Context: an optimization exercise on an open-source flow, tuned for a short achievable clock period and few clock cycles. The choices shown serve that exercise and are no tape-out recipe. In this exercise RTL edits were held to simulation tests only and were not proved equivalent to the original. Power and IR drop assume default switching activity.

==> flow/design.v <==
module reuleaux(input logic clk, input logic rst_n, input logic [2:0] colour,
                input logic [7:0] centre_x, input logic [6:0] centre_y, input logic [7:0] diameter,
                input logic start, output logic done,
                output logic [7:0] vga_x, output logic [6:0] vga_y,
                output logic [2:0] vga_colour, output logic vga_plot);
     localparam int F = 8;    
     logic [7:0] p_cx, p_d;
     logic [6:0] p_cy;
     logic [7:0] c_x1, c_x2, c_x3;
     logic [6:0] c_y1;
     logic [7:0] ox, oy;
     logic signed [10:0] crit;
     logic stepping;
     logic clearing, ld, busy;
     logic [7:0] clr_x;
     logic [6:0] clr_y;
     logic [7:0]  q_ox [F];
     logic [7:0]  q_oy [F];
     logic [23:0] q_m  [F];
     logic [3:0] q_n;
     logic [7:0] n_x1, n_x2;
     logic [6:0] n_y1;
     logic [23:0] m_first;
     reuleaux_vis u_vf (.cx1(n_x1), .cx2(n_x2), .cx3(p_cx), .cy1(n_y1), .ox(p_d), .oy(8'd0), .m(m_first));
     always_comb begin
          n_x1 = p_cx + 8'((9'(p_d) + 9'd1) >> 1);
          n_x2 = p_cx - (p_d >> 1);
          n_y1 = p_cy + 7'(p_d * 7'd74);
     end
     logic act, adv, push;
     logic [23:0] m_step;
     reuleaux_vis u_vs (.cx1(c_x1), .cx2(c_x2), .cx3(c_x3), .cy1(c_y1), .ox(ox), .oy(oy), .m(m_step));
     logic [7:0] oy_n, ox_n;
     logic signed [10:0] crit_n;
     always_comb begin
          act = stepping && (oy <= ox);
          adv = act && (q_n < F);
          oy_n = oy + 8'd1;
          if (crit <= 0) begin
               ox_n = ox;
               crit_n = crit + 11'(2 * oy_n) + 11'sd1;
          end else begin
               ox_n = ox - 8'd1;
               crit_n = crit + 11'(2 * oy_n) - 11'(2 * ox_n) + 11'sd1;
          end
     end
     logic [23:0] low, rest;
     logic pop, q_any;
     logic [23:0] push_m;
     logic [7:0] push_ox, push_oy;
     logic [7:0] e_x, e_y;
     logic [23:0][7:0] ex, ey;
     reuleaux_cands u_ec (.cx1(c_x1), .cx2(c_x2), .cx3(c_x3), .cy1(c_y1), .ox(q_ox[0]), .oy(q_oy[0]), .px(ex), .py(ey));
     always_comb begin
          q_any = (q_n != 0);
          low = q_m[0] & (~q_m[0] + 24'd1);
          rest = q_m[0] & ~low;
          pop = q_any && (rest == 24'd0);
          if (ld) begin
               push = (m_first != 24'd0); push_m = m_first; push_ox = p_d; push_oy = 8'd0;
          end else begin
               push = adv && (m_step != 24'd0); push_m = m_step; push_ox = ox; push_oy = oy;
          end
          e_x = 8'd0; e_y = 8'd0;
          for (int b = 0; b < 24; b++) begin
               e_x = e_x | (ex[b] & {8{low[b]}});
               e_y = e_y | (ey[b] & {8{low[b]}});
          end
     end
     always_ff @(posedge clk) begin
          if (clearing) begin
               p_cx <= 8'd80; p_cy <= 7'd60; p_d <= 8'd80;
          end else if (done) begin
               p_cx <= centre_x; p_cy <= centre_y; p_d <= diameter;
          end
     end
     always_ff @(posedge clk) begin
          if (ld) begin
               c_x1 <= n_x1; c_x2 <= n_x2; c_x3 <= p_cx; c_y1 <= n_y1;
               ox <= (p_d == 8'd0) ? 8'd255 : p_d;
               oy <= 8'd1;
               crit <= (p_d == 8'd0) ? -11'sd506 : 11'sd4 - 11'(p_d);
          end else if (adv) begin
               ox <= ox_n; oy <= oy_n; crit <= crit_n;
          end
     end
     logic [3:0] widx;
     always_comb widx = pop ? q_n - 1'b1 : q_n;
     always_ff @(posedge clk) begin
          for (int i = 0; i < F; i++) begin
               if (push && widx == i) begin
                    q_ox[i] <= push_ox; q_oy[i] <= push_oy; q_m[i] <= push_m;
               end else if (pop) begin
                    if (i < F - 1) begin
                         q_ox[i] <= q_ox[i+1]; q_oy[i] <= q_oy[i+1]; q_m[i] <= q_m[i+1];
                    end
               end else if (i == 0 && q_any) begin
                    q_m[0] <= rest;
               end
          end
     end
     always_ff @(posedge clk) begin
          vga_colour <= clearing ? 3'd0 : colour;
          if (clearing) begin
               vga_x <= clr_x; vga_y <= clr_y;
          end else begin
               vga_x <= e_x; vga_y <= e_y[6:0];
          end
     end
     always_ff @(posedge clk) begin
          if (!rst_n) begin
               done <= 1'b0;
               vga_plot <= 1'b0;
               clearing <= 1'b1;
               clr_x <= 8'd0;
               clr_y <= 7'd0;
               ld <= 1'b0;
               busy <= 1'b0;
               stepping <= 1'b0;
               q_n <= '0;
          end else begin
               vga_plot <= clearing || q_any;
               q_n <= q_n + push - pop;
               if (clearing) begin
                    if (clr_y == 7'd119) begin
                         clr_y <= 7'd0;
                         clr_x <= clr_x + 8'd1;
                         if (clr_x == 8'd159) begin
                              clearing <= 1'b0;
                              ld <= 1'b1;
                              busy <= 1'b1;
                         end
                    end else begin
                         clr_y <= clr_y + 7'd1;
                    end
               end
               if (done && start) begin
                    done <= 1'b0;
                    ld <= 1'b1;
                    busy <= 1'b1;
               end
               if (ld) begin
                    ld <= 1'b0;
                    stepping <= 1'b1;
               end else if (stepping && !act) begin
                    stepping <= 1'b0;
               end
               if (busy && !ld && !act && q_n == 0) begin
                    busy <= 1'b0;
                    done <= 1'b1;
               end
          end
     end
endmodule
module reuleaux_cands(input logic [7:0] cx1, input logic [7:0] cx2, input logic [7:0] cx3,
                      input logic [6:0] cy1, input logic [7:0] ox, input logic [7:0] oy,
                      output logic [23:0][7:0] px, output logic [23:0][7:0] py);
     logic [2:0][7:0] cx, cy;
     always_comb begin
          cx[0] = cx1; cx[1] = cx2; cx[2] = cx3;
          cy[0] = {1'b0, cy1}; cy[1] = {1'b0, cy1}; cy[2] = 8'd23;
          for (int k = 0; k < 3; k++) begin
               px[8*k+0] = cx[k] + ox; py[8*k+0] = cy[k] + oy;
               px[8*k+1] = cx[k] + oy; py[8*k+1] = cy[k] + ox;
               px[8*k+2] = cx[k] - oy; py[8*k+2] = cy[k] + ox;
               px[8*k+3] = cx[k] - ox; py[8*k+3] = cy[k] + oy;
               px[8*k+4] = cx[k] - ox; py[8*k+4] = cy[k] - oy;
               px[8*k+5] = cx[k] - oy; py[8*k+5] = cy[k] - ox;
               px[8*k+6] = cx[k] + oy; py[8*k+6] = cy[k] - ox;
               px[8*k+7] = cx[k] + ox; py[8*k+7] = cy[k] - oy;
          end
     end
endmodule
module reuleaux_vis(input logic [7:0] cx1, input logic [7:0] cx2, input logic [7:0] cx3,
                    input logic [6:0] cy1, input logic [7:0] ox, input logic [7:0] oy,
                    output logic [23:0] m);
     logic [23:0][7:0] px, py;
     logic [23:0] v;
     logic [7:0] dup;
     reuleaux_cands u_c (.cx1(cx1), .cx2(cx2), .cx3(cx3), .cy1(cy1), .ox(ox), .oy(oy), .px(px), .py(py));
     always_comb begin
          for (int o = 0; o < 8; o++) begin
               v[o]    = px[o] < 8'd160 && py[o] < 8'd120 && px[o] <= cx3 && px[o] >= cx2
                         && py[o] <= {1'b0, cy1} && py[o] >= 8'd23;
               v[8+o]  = px[8+o] < 8'd160 && py[8+o] < 8'd120 && px[8+o] <= cx1 && px[8+o] >= cx3
                         && py[8+o] <= {1'b0, cy1} && py[8+o] >= 8'd23;
               v[16+o] = px[16+o] < 8'd160 && py[16+o] < 8'd120 && px[16+o] <= cx1 && px[16+o] >= cx2
                         && py[16+o] >= {1'b0, cy1};
          end
          dup = 8'd0;
          if (oy == 8'd0) dup = dup | 8'b1101_0100;
          if (ox == oy)   dup = dup | 8'b1010_1010;
          m = v & ~{dup, dup, dup};
     end
endmodule
==> flow/run.sh <==
#!/bin/bash
# synth_recipe.tcl (not shown) runs the flow's synth.tcl, then flattens the netlist and writes it again
# the make line also repeats each setting of config.mk as NAME=value (left out here)
make -C /OpenROAD-flow-scripts/flow DESIGN_CONFIG=/design/flow/config.mk WORK_HOME=/design/flow/orfs CLKGATE_MAP_FILE= SYNTH_SCRIPT=/design/flow/synth_recipe.tcl finish
==> flow/config.mk <==
export PLATFORM = sky130hd
export DESIGN_NAME = reuleaux
export DESIGN_NICKNAME = reuleaux
export VERILOG_FILES = /design/flow/design.v
export SDC_FILE = /design/flow/constraint.sdc
export NUM_CORES = 4
export LEC_CHECK = 0
export CAP_MARGIN = 20
export CORE_MARGIN = 2
export CORE_UTILIZATION = 40
export SLEW_MARGIN = 20
==> flow/constraint.sdc <==
create_clock -name core_clock -period 18.0 [get_ports {clk}]
set_input_delay 3.6000 -clock core_clock [delete_from_list [all_inputs] [get_ports {clk}]]
set_output_delay 3.6000 -clock core_clock [all_outputs]
set_load 0.01 [all_outputs]
==> run summary <==
==> sequential cells by signal, summed over array words and instances (netlist names), 11 cells and up <==
| signal | cells |
|---|---|
| q_ox | 64 |
| q_oy | 64 |
| crit | 11 |
| q_m | 192 |
==> power groups by stage <==
stage / Sequential, µW / Combinational, µW / Clock, µW
final: 1100 / 149 / 1020
after detailed placement: 1120 / 147 / 0
after floorplan: 1130 / 101 / 0
after global routing: 1100 / 166 / 1080
after global placement: 1120 / 144 / 0
after CTS: 1100 / 148 / 1040
==> cell families after synthesis <==
| kind of cell | count (synthesis) |
|---|---|
| flops | 444 |
| fa+ha+maj | 799 |
| simple gates | 1035 |
| xor+xnor | 259 |
| buf+inv | 431 |
| mux | 309 |
| compound gates | 1226 |
==> per-stage QoR <==
step | power (µW) | worst slack (ns) | utilization [%] | std cells
after floorplan | 1230 | 11.01 | - | 4503
after global routing | 2350 | 9.50 | 43.7 | 6083
after CTS | 2290 | 10.06 | 43.7 | 6083
final | 2270 | 9.94 | 43.7 | 6084
after detailed placement | 1270 | 10.08 | 42.2 | 5993
after global placement | 1270 | 10.21 | 42.2 | 5993
==> worst max-delay path by stage <==
stage,from,to,slack (ns)
2_1_floorplan,p_d[1]$_SDFFE_PP0P_,q_m[0][0]$_DFFE_PP_,11.01
3_3_place_gp,p_d[1]$_SDFFE_PP0P_,q_m[6][12]$_DFFE_PP_,10.21
3_5_place_dp,p_d[1]$_SDFFE_PP0P_,q_m[6][4]$_DFFE_PP_,10.08
4_1_cts,p_d[1]$_SDFFE_PP0P_,q_oy[6][6]$_DFFE_PP_,10.06
5_1_grt,p_d[1]$_SDFFE_PP0P_,q_m[0][18]$_DFFE_PP_,9.50
6_report,p_d[1]$_SDFFE_PP0P_,q_m[0][18]$_DFFE_PP_,9.94
==> worst reg2reg max path, stage by stage (launching register included) <==
cell and delay (ns):
dfxtp_1 0.56, buf_4 0.29, inv_1 0.08, ha_1 0.37, ha_1 0.22, inv_1 0.06, fa_1 0.40, nand3b_1 0.19
a21boi_0 0.17, o21ai_0 0.12, nand2b_1 0.13, xor2_1 0.64, ha_1 0.38, a21oi_1 0.19, o31a_1 0.16, a31oi_1 0.05
xor2_1 0.28, ha_1 0.32, a211oi_1 0.24, a211oi_1 0.12, nor4_1 0.35, a21oi_1 0.13, a41oi_1 0.25, buf_4 0.24
nand3_1 0.13, o21ai_4 0.08, buf_4 0.59, or2_1 0.93
==> synthesized netlist by cell type, types with 64 or more instances <==
cell,number,area (µm²)
nor3_1,65,325
nand2_1,188,706
o21a_1,66,495
nand2b_1,77,482
inv_1,290,1090
o21bai_1,64,480
a21oi_1,320,1600
o21ai_0,198,991
nor2b_1,78,488
xnor2_1,189,1660
a21o_1,92,691
edfxtp_1,370,11100
dfxtp_1,74,1480
mux2_4,269,4040
nor2_1,281,1050
xor2_1,69,604
ha_1,750,9380
clkbuf_1,72,270
==> layout make-up <==
cell class                 instances  area [µm²]  share of cell area [%]
sequential                       444       12600                    25.7
inverter                         294        1100                    2.25
tap                             1500        1880                    3.82
timing repair buffer             127        1070                    2.19
multi-input combinational       3628       30800                    62.7
antenna                            1        2.50                 0.00510
clock buffer                      61        1330                    2.70
clock inverter                    29         318                   0.647
==> layer usage <==
metal  track usage [%]  wire length (µm)  vias to the layer above
li1                  -                 -                    17000
met3              2.24              7650                      220
met5                 0                 0                        -
met1              33.9             66900                    17200
met4              8.07              4940                        0
met2              37.0             61600                     1074
==> summary.md <==
| Metric | Value |
|---|---|
| Final hold vios | `0` |
| Setup TNS Final | `0 ns` |
| GPL Wtd Cong | `slightly below 1` |
| Syn Inst Count | `4503` |
| Clock Latency Late Sink | `0.62 ns` |
| Most common cell after layout, fill and taps aside | `ha_1` |
| Post-synthesis sequential area ratio | `approximately 28%` |
| Root Driver | `clkbuf_16` |
| Synth Flop Type | `edfxtp_1` |
| Critical Path Max Stage Delay | `0.88 ns` |
| Setup crit start kind | `flip-flop` |
| Post-Syn Area | `roughly 45000 µm²` |
| Largest net degree at the start of global routing | `80` |
| Fillers | `around 11k` |
| Comb pwr share | `under 10%` |
| Synthesized area per cell | `around 10 µm²` |
| Levels on crit path | `27` |
| Setup Fix Bufs, Post-CTS | `0` |
| Die span in y | `around 340 µm` |
| Switching portion of total power | `22.8%` |
| Unrepaired setup endpoints after global routing | `no` |
| Critical path arrival | `approximately 8.3 ns` |
| DRC | `0` |
| Reg clk slew, reported paths | `around 0.06 ns` |
| P&R area growth vs syn | `8.56%` |
| Wire per inst | `about 23 µm` |
| Post-DP HPWL | `~110 mm` |
| Period minus WS final | `about 8.1 ns` |
| Slew margin rel. | `around 17%` |
| Most frequent cells in the layout | `750 x ha_1, 370 x edfxtp_1, 320 x a21oi_1, 290 x inv_1, 281 x nor2_1` |
| Routed Antenna Nets | `0` |
| Via count | `roughly 35k` |
| CTS H-Tree Depth | `2` |
| Effective utilization at floorplan | `40.3%` |
| Slew Viols, Final | `0` |
| Worst Skew | `about 0.026 ns` |
| Cell Area, Placed | `47400 µm²` |
| Ratio of cells with drive above 1 in the final layout | `11.1%` |
| Detailed Routing Iterations Pass 1 | `6` |
| Worst Max-Slew Pin Slew | `around 1.2 ns` |
| Largest family of logic cells by synthesized area | `adder cells` |
| FP Rows | `roughly 120` |
| Syn nets | `5328` |
| Depth of the worst register-to-register path | `27` |
| Hold Startpoint | `p_cy[4]$_SDFFE_PP1P_` |
| Die area | `between 100000 and 150000 µm²` |
| Core area | `between 100000 and 150000 µm²` |
| Flops & latches, synth | `~440` |
| First-pass GRT wire length | `211 mm` |
| FF-to-FF End | `q_m[0][18]$_DFFE_PP_` |
| Clock Power Share | `between 40% and 50%` |
| Adder-cell share of the synthesized area | `22.9%` |
| R2R setup slack | `9.94 ns` |
| Worst path bufs/invs | `5` |
| Yosys warns | `9` |
| CTS max path bufs | `3` |
| Initial antenna violation count | `0` |
| TritonCTS clock tree | `yes` |
| Fin nets | `5369` |
| Leakage dissipation | `between 0.02 and 0.025 µW` |
| Power Density | `roughly 46 nW/µm²` |
| Setup crit end kind | `flip-flop` |
| Hold Path Sink | `p_cy[4]$_SDFFE_PP1P_` |
| Synth Area in Compound Gates | `18.4%` |
| Drt via density | `about 6` |
| Clock sink total | `approximately 440` |
| Distinct cells, synth | `approximately 110` |
| Port bufs | `between 40 and 50` |
| Initial DRC count | `around 3.2k` |
| Max cap viols | `0` |
| Post-CTS Resized | `0` |
| F_max | `between 0.1 and 0.15 GHz` |
| Cts hold-fix bufs | `0` |
| CP Max Fanout | `42` |
| Tcrit/Tclk final | `44.8%` |
| CTS Buf Count | `between 40 and 50` |
| Post-Layout Inst Area | `between 40000 and 50000 µm²` |
| CP most frequent cell | `ha_1` |
| Top delay family on crit path | `adder cells` |
| HP Class | `flip-flop to flip-flop` |
| # IOs | `49` |
| Final setup violation count | `0` |
| Reg2reg start | `p_d[1]$_SDFFE_PP0P_` |
| Critical Path RT | `18.23 ns` |
| Critical-path top delay cell | `or2_1` |
| Sequential group share of total power | `48.5%` |
| Post-synth EDFFs | `370` |
| Min Hold Slack | `approximately 0.5 ns` |
| Final wirelength | `141 mm` |
| Status | `finished clean` |
| Die span in x | `340 µm` |
| Vias in the first global route | `between 30k and 40k` |
| GRT overflow | `0` |
| Max IR drop VDD | `a little over 0.08 mV` |
| Cell Int Power | `around 1800 µW` |
| Post-synthesis mux area share | `under 10%` |
| Post-synthesis simple-gate area fraction | `a little under an eighth` |
| Ys async rst share | `0%` |
| Net switching power of the design | `about 520 µW` |
| Xor and xnor fraction of the mapped netlist area | `between 5 and 6%` |
| Hold Path Depth | `2` |
| Total GRT Usage | `a little under a quarter` |
| CP Class | `flip-flop to flip-flop` |
Testbench counts, summed over its fixed seeds: cycles 25,345.

[re-timing with driven ports]
In the flow no input, the clock included, has a driving cell. The finished layout below was timed again as built, in two steps. Step 1 assumes that a clkbuf_16 drives the clock port and a buf_2 every other input. Step 2 adds t to the input delays and takes it off the output delays; t is the mean of the earliest and latest rising clock arrival at the registers after step 1. Input paths then give back, and output paths get back, about the clock's delay inside the block. a / b / c = no drivers / after step 1 / after step 2; a / b = the first two.
shift t [ns]: 0.661
slack for setup (ns): 9.939 / 9.939 / 9.939
hold WS [ns]: 0.502 / 0.502 / 0.502
worst setup path at the end: register to register
clock arrival spread, ns: 0.026 / 0.026
After both steps this run still meets setup and hold. The setup slack of this run moves by 0.000 ns with the drivers and by 0.000 ns with both steps.
